Background: an optimization exercise with open tools, aiming at small area. Do not read the settings as production practice.
In this exercise RTL edits were held to simulation tests only and were not proved equivalent to the original.
The clock port is modelled as an ideal driver, which makes a skipped or thinned clock tree look cheaper than it is; a real chip needs a root buffer or a tree.
No activity file was given, so power comes from the tool's default toggle rates.

// ds18b20_light
module ds18b20_light(clk,rst,ds18b20_in,ds18b20_pull,the_btn,SEG7_SEG,SEG7_SEL,ADC549_DATA,ADC549_CLK,ADC549_CS_N,led);
input  clk,rst,the_btn,ADC549_DATA;
input  ds18b20_in;      
output ds18b20_pull;    
output ADC549_CLK,ADC549_CS_N;
output [7:0] led;
output [7:0] SEG7_SEG;
output [3:0] SEG7_SEL;
wire [2:0] pos_prev, pos_now;
wire started, first, tick, tick2, upd, a_ev, b_ev, s_ev, h_ev, bc0;
wire [2:0] a5;
ds_time tm(.clk(clk), .rst(rst), .pos_prev(pos_prev), .pos_now(pos_now), .started(started),
  .first(first), .a5(a5), .tick(tick), .tick2(tick2), .upd(upd), .a_ev(a_ev), .b_ev(b_ev), .s_ev(s_ev), .h_ev(h_ev), .bc0(bc0));
assign SEG7_SEL = (pos_now == 3'd0) ? 4'b1110 :
                  (pos_now == 3'd1) ? 4'b1101 :
                  (pos_now == 3'd2) ? 4'b1011 :
                  (pos_now == 3'd3) ? 4'b0111 : 4'b1111;
wire o_btn;
ds_btn bt(.clk(clk), .rst(rst), .btn(the_btn), .o_btn(o_btn));
wire [7:0] sample, sample_d;
ds_adc ad(.clk(clk), .rst(rst), .sdata(ADC549_DATA), .a_ev(a_ev), .b_ev(b_ev), .s_ev(s_ev),
  .h_ev(h_ev), .bc0(bc0), .clk_ad(ADC549_CLK), .cs(ADC549_CS_N), .sample(sample), .sample_d(sample_d));
wire [7:0] change = ~sample;
assign led = rst ? 8'h00 :
             (change > 8'hDF) ? 8'hFF :
             (change > 8'hBF) ? 8'h7F :
             (change > 8'h9F) ? 8'h3F :
             (change > 8'h7F) ? 8'h1F :
             (change > 8'h5F) ? 8'h0F :
             (change > 8'h3F) ? 8'h07 :
             (change > 8'h1F) ? 8'h03 :
             (change > 8'h02) ? 8'h01 : 8'h00;
wire [3:0] tl;
wire [7:0] th;
ds_ow ow(.clk(clk), .rst(rst), .bus(ds18b20_in), .tick(tick), .tick2(tick2), .upd(upd), .a5(a5), .bc0(bc0),
  ...
==> module ds_ow, before the edit <==
module ds_ow(
  input            clk, rst, bus, tick, tick2, upd, bc0,
  input      [2:0] a5,
  output           pull,
  output reg [3:0] tl,           
  output reg [7:0] th            
);
localparam [3:0] S00 = 4'd0, S1 = 4'd1, S2 = 4'd2, S4 = 4'd3, S5 = 4'd4, S6 = 4'd5,
                 S7 = 4'd6, WR0 = 4'd7, WR1 = 4'd8, RD1 = 4'd9, RD3 = 4'd10;
reg [3:0]  st;
reg [5:0]  sp;          
reg        owb;         
reg        pbit;        
reg [1:0]  pt;          
reg        adv;         
reg [3:0]  nst;
reg [19:0] kr;
reg        kc, clr, km;
wire       j0 = (a5 == 3'd0);
wire       cin = j0 | kc;
wire [4:0] ksum = {1'b0, kr[3:0]} + {4'd0, cin};
wire [3:0] knew = upd ? (clr ? 4'd0 : ksum[3:0]) : kr[3:0];
reg [19:0] kw;
always @(*)
  case (st)
    S1:      kw = 20'd502;
    S2:      kw = 20'd102;
    S4:      kw = 20'd401;
    S6:      kw = 20'd750001;
    WR0:     kw = 20'd81;
    WR1:     kw = 20'd82;
    RD1:     kw = 20'd12;
    RD3:     kw = 20'd57;
    default: kw = 20'd0;
  endcase
reg [3:0] kwn;
always @(*)
  case (a5)
    3'd0: kwn = kw[3:0];
    3'd1: kwn = kw[7:4];
    3'd2: kwn = kw[11:8];
    3'd3: kwn = kw[15:12];
    default: kwn = kw[19:16];
  endcase
always @(posedge clk) begin
  kr <= {knew, kr[19:4]};
  kc <= ksum[4];
  km <= (j0 | km) & (&(kr[3:0] | ~kwn));
  if (tick) clr <= adv;
end
reg wbit;
always @(*)
  case (sp)
    6'd15, 6'd16, 6'd19, 6'd20, 6'd23, 6'd27,
    6'd32, 6'd33, 6'd36, 6'd37, 6'd39, 6'd40, 6'd41, 6'd42, 6'd43, 6'd45: wbit = 1'b1;
    default: wbit = 1'b0;
  endcase
always @(*) begin
  adv = 1'b1;
  nst = st;
  case (st)
    S00:  nst = S1;
    S1:   begin adv = km; nst = S2; end
    S2:   begin adv = km; nst = bus ? S1 : S4; end
    S4:   begin adv = km; nst = S5; end
    S5:   if (sp == 6'd29) nst = S6;
          else if (sp == 6'd46) nst = S7;
          else nst = wbit ? WR1 : WR0;
    S6:   begin adv = km | bus; nst = S1; end
    S7:   nst = (sp == 6'd63) ? S1 : RD1;
    WR0:  begin adv = owb & ~clr; nst = S5; end
    WR1:  begin adv = km; nst = S5; end
    RD1:  begin adv = km; nst = RD3; end
    RD3:  begin adv = km; nst = S7; end
    default: nst = S00;
  endcase
end
always @(posedge clk or posedge rst)
  if (rst) begin
    st <= S00; sp <= 6'd13; owb <= 1'b1;
  end else if (tick) begin
    if (adv) st <= nst;
    case (st)
      S1:   if (clr) owb <= 1'b0;
            else if (km) owb <= 1'b1;
      S5:   begin
              sp <= sp + 6'd1;
              if (sp == 6'd29) owb <= 1'b1;
              else if (sp != 6'd46 && wbit) owb <= 1'b0;
            end
      S7:   if (sp == 6'd63) sp <= 6'd13;
            else begin sp <= sp + 6'd1; owb <= 1'b0; end
      WR0:  if (clr) owb <= 1'b0;
            else if (km) owb <= 1'b1;
      WR1:  if (!clr) owb <= 1'b1;
      RD1:  if (!clr) owb <= 1'b1;
      default: ;
    endcase
  end
assign pull = ~owb;
wire rd_ev = tick & (st == RD3) & clr;
always @(posedge clk)
  if (rd_ev) pbit <= bus;
always @(posedge clk or posedge rst)
  if (rst) pt <= 2'd0;
  else if (rd_ev) pt <= 2'd1;
  else if (bc0) begin
    if (pt == 2'd1) pt <= 2'd2;
    else if (pt == 2'd2) pt <= 2'd0;
  end
wire [3:0] idx = sp[3:0];
wire commit_lo = (pt != 2'd0) & tick2 & (idx[3:2] == 2'd0);
wire commit_hi = (pt == 2'd2) & bc0;
always @(posedge clk or posedge rst)
  if (rst) tl <= 4'hF;
  else if (commit_lo) tl[idx[1:0]] <= pbit;
always @(posedge clk or posedge rst)
  if (rst) th <= 8'h01;
  else if (commit_hi && idx >= 4'd4 && idx <= 4'd11) th[idx - 4'd4] <= pbit;
endmodule
export LEC_CHECK = 0
export CAP_MARGIN = 20
export CORE_MARGIN = 2
export CORE_UTILIZATION = 40
export SLEW_MARGIN = 20
create_clock -name core_clock -period 20.0 [get_ports {clk}]
standard.sh (not shown) runs the stock make flow with config.mk's settings and CLKGATE_MAP_FILE= SYNTH_SCRIPT=/design/flow/synth_recipe.tcl, a recipe that flattens the netlist after the stock synthesis.
==> flow/flow/run.sh <==
#!/bin/bash
# Layout: the standard ORFS flow (standard.sh) with these changes:
#  * synthesis maps the logic with an area-oriented ABC script
#    (flow/abc_area.script, used through a copy of ORFS's scripts folder)
#    and without the adder extraction step (ADDER_MAP_FILE empty), so ABC
#    also optimises the counters; registers are mapped by the standard
#    steps and left as they are
#  * ports are buffered with sky130_fd_sc_hd__buf_1
#  * the clock tree is built by flow/mcts.tcl (run before CTS): the clock
#    port drives one clkbuf_8, which drives 8 clkbuf_8, one for each eighth
#    of the registers by placement
# make's full output goes to make.log; each ORFS step logs under orfs/logs.
set -euo pipefail
here=$(pwd)
rm -rf "$here/scripts_area"
cp -r "$FLOW_HOME/scripts" "$here/scripts_area"
cp "$here/flow/abc_area.script" "$here/scripts_area/abc_area.script"
BUF="-buffer_cell sky130_fd_sc_hd__buf_1"
export BUFFER_PORTS_ARGS="$BUF" PRE_CTS_TCL="$here/flow/mcts.tcl"
bash standard.sh "SCRIPTS_DIR=$here/scripts_area" "ABC_AREA=1" "ADDER_MAP_FILE=" \
  "PRE_CTS_TCL=$here/flow/mcts.tcl" "BUFFER_PORTS_ARGS=$BUF" finish > make.log 2>&1
Other scripts of this flow, unchanged in this note and not shown: flow/flow/abc_area.script, flow/flow/mcts.tcl
Edit:
--- a/flow/design.v
+++ b/flow/design.v
@@ -127,38 +127,39 @@
 reg        adv;         
 reg [3:0]  nst;
-reg [19:0] kr;
+reg [14:0] kr;
 reg        kc, clr, km;
 wire       j0 = (a5 == 3'd0);
 wire       cin = j0 | kc;
-wire [4:0] ksum = {1'b0, kr[3:0]} + {4'd0, cin};
-wire [3:0] knew = upd ? (clr ? 4'd0 : ksum[3:0]) : kr[3:0];
-reg [19:0] kw;
+wire [3:0] ksum = {1'b0, kr[2:0]} + {3'd0, cin};
+wire [2:0] knew = upd ? (clr ? 3'd0 : ksum[2:0]) : kr[2:0];
+reg [14:0] kw;
 always @(*)
   case (st)
-    S1:      kw = 20'd502;
-    S2:      kw = 20'd102;
-    S4:      kw = 20'd401;
-    S6:      kw = 20'd750001;
-    WR0:     kw = 20'd81;
-    WR1:     kw = 20'd82;
-    RD1:     kw = 20'd12;
-    RD3:     kw = 20'd57;
-    default: kw = 20'd0;
+    S1:      kw = 15'd502;
+    S2:      kw = 15'd102;
+    S4:      kw = 15'd401;
+    S6:      kw = 15'd29105;       
+    WR0:     kw = 15'd81;
+    WR1:     kw = 15'd82;
+    RD1:     kw = 15'd12;
+    RD3:     kw = 15'd57;
+    default: kw = 15'd0;
   endcase
-reg [3:0] kwn;
+reg [2:0] kwn;
 always @(*)
   case (a5)
-    3'd0: kwn = kw[3:0];
-    3'd1: kwn = kw[7:4];
-    3'd2: kwn = kw[11:8];
-    3'd3: kwn = kw[15:12];
-    default: kwn = kw[19:16];
+    3'd0: kwn = kw[2:0];
+    3'd1: kwn = kw[5:3];
+    3'd2: kwn = kw[8:6];
+    3'd3: kwn = kw[11:9];
+    default: kwn = kw[14:12];
   endcase
 always @(posedge clk) begin
-  kr <= {knew, kr[19:4]};
-  kc <= ksum[4];
-  km <= (j0 | km) & (&(kr[3:0] | ~kwn));
+  kr <= {knew, kr[14:3]};
+  kc <= ksum[3];
+  km <= (j0 | km) & (&(kr[2:0] | ~kwn));
   if (tick) clr <= adv;
 end
+wire s6end = km & (sp == 6'd52);
 reg wbit;
 always @(*)
@@ -179,5 +180,5 @@
           else if (sp == 6'd46) nst = S7;
           else nst = wbit ? WR1 : WR0;
-    S6:   begin adv = km | bus; nst = S1; end
+    S6:   begin adv = s6end | bus; nst = S1; end
     S7:   nst = (sp == 6'd63) ? S1 : RD1;
     WR0:  begin adv = owb & ~clr; nst = S5; end
@@ -201,4 +202,6 @@
               else if (sp != 6'd46 && wbit) owb <= 1'b0;
             end
+      S6:   if (adv) sp <= 6'd30;
+            else if (kc) sp <= sp + 6'd1;
       S7:   if (sp == 6'd63) sp <= 6'd13;
             else begin sp <= sp + 6'd1; owb <= 1'b0; end
The new run went through all stages and came out clean.
Via count climbs by 0.63%.
Synthesized cell count shrinks by 1.3%.
Clock power drops by about 4%.
Total power is lower by 3.6%.
Core utilization goes down by 0.42 points.
Critical path depth is lower by 19.
Sequential power went down by about 4%.
Design area shrinks by 2.1%.
First-iteration DRC count went down by 9.6%.
Clock skew falls by 0.0033 ns.
Worst hold slack improves by 0.0044 ns.
Global-route usage rose by 0.62 points.
In every run of this note, the design's own scripts or RTL, not TritonCTS, make the clock network.

-- what the ideal ports hide --
The results above use ideal ports. As a check the final layouts listed here were re-extracted and re-timed, cells and wires unchanged.
Step 1 assumes that a clkbuf_16 drives the clock port and a buf_2 every other input.
Step 2 also shifts input and output timing later by t, the mid clock arrival at the registers, as if the neighbouring blocks saw the same clock.
a / b / c = ideal / step 1 / step 2; a / b = the first two.
run	t (ns)	setup WS [ns]	worst setup path after step 2	clock arrival spread, ns	pins driven straight from the clock port
the first run	0.398	9.911 / 9.883 / 10.112	input to output	0.018 / 0.018	1
the second run	0.395	9.993 / 9.962 / 9.962	input to output	0.011 / 0.011	1
After both steps setup and hold are still met in every run listed. The setup slack of the second run, which loses most, moves by -0.031 ns with the drivers and by -0.031 ns with both steps.
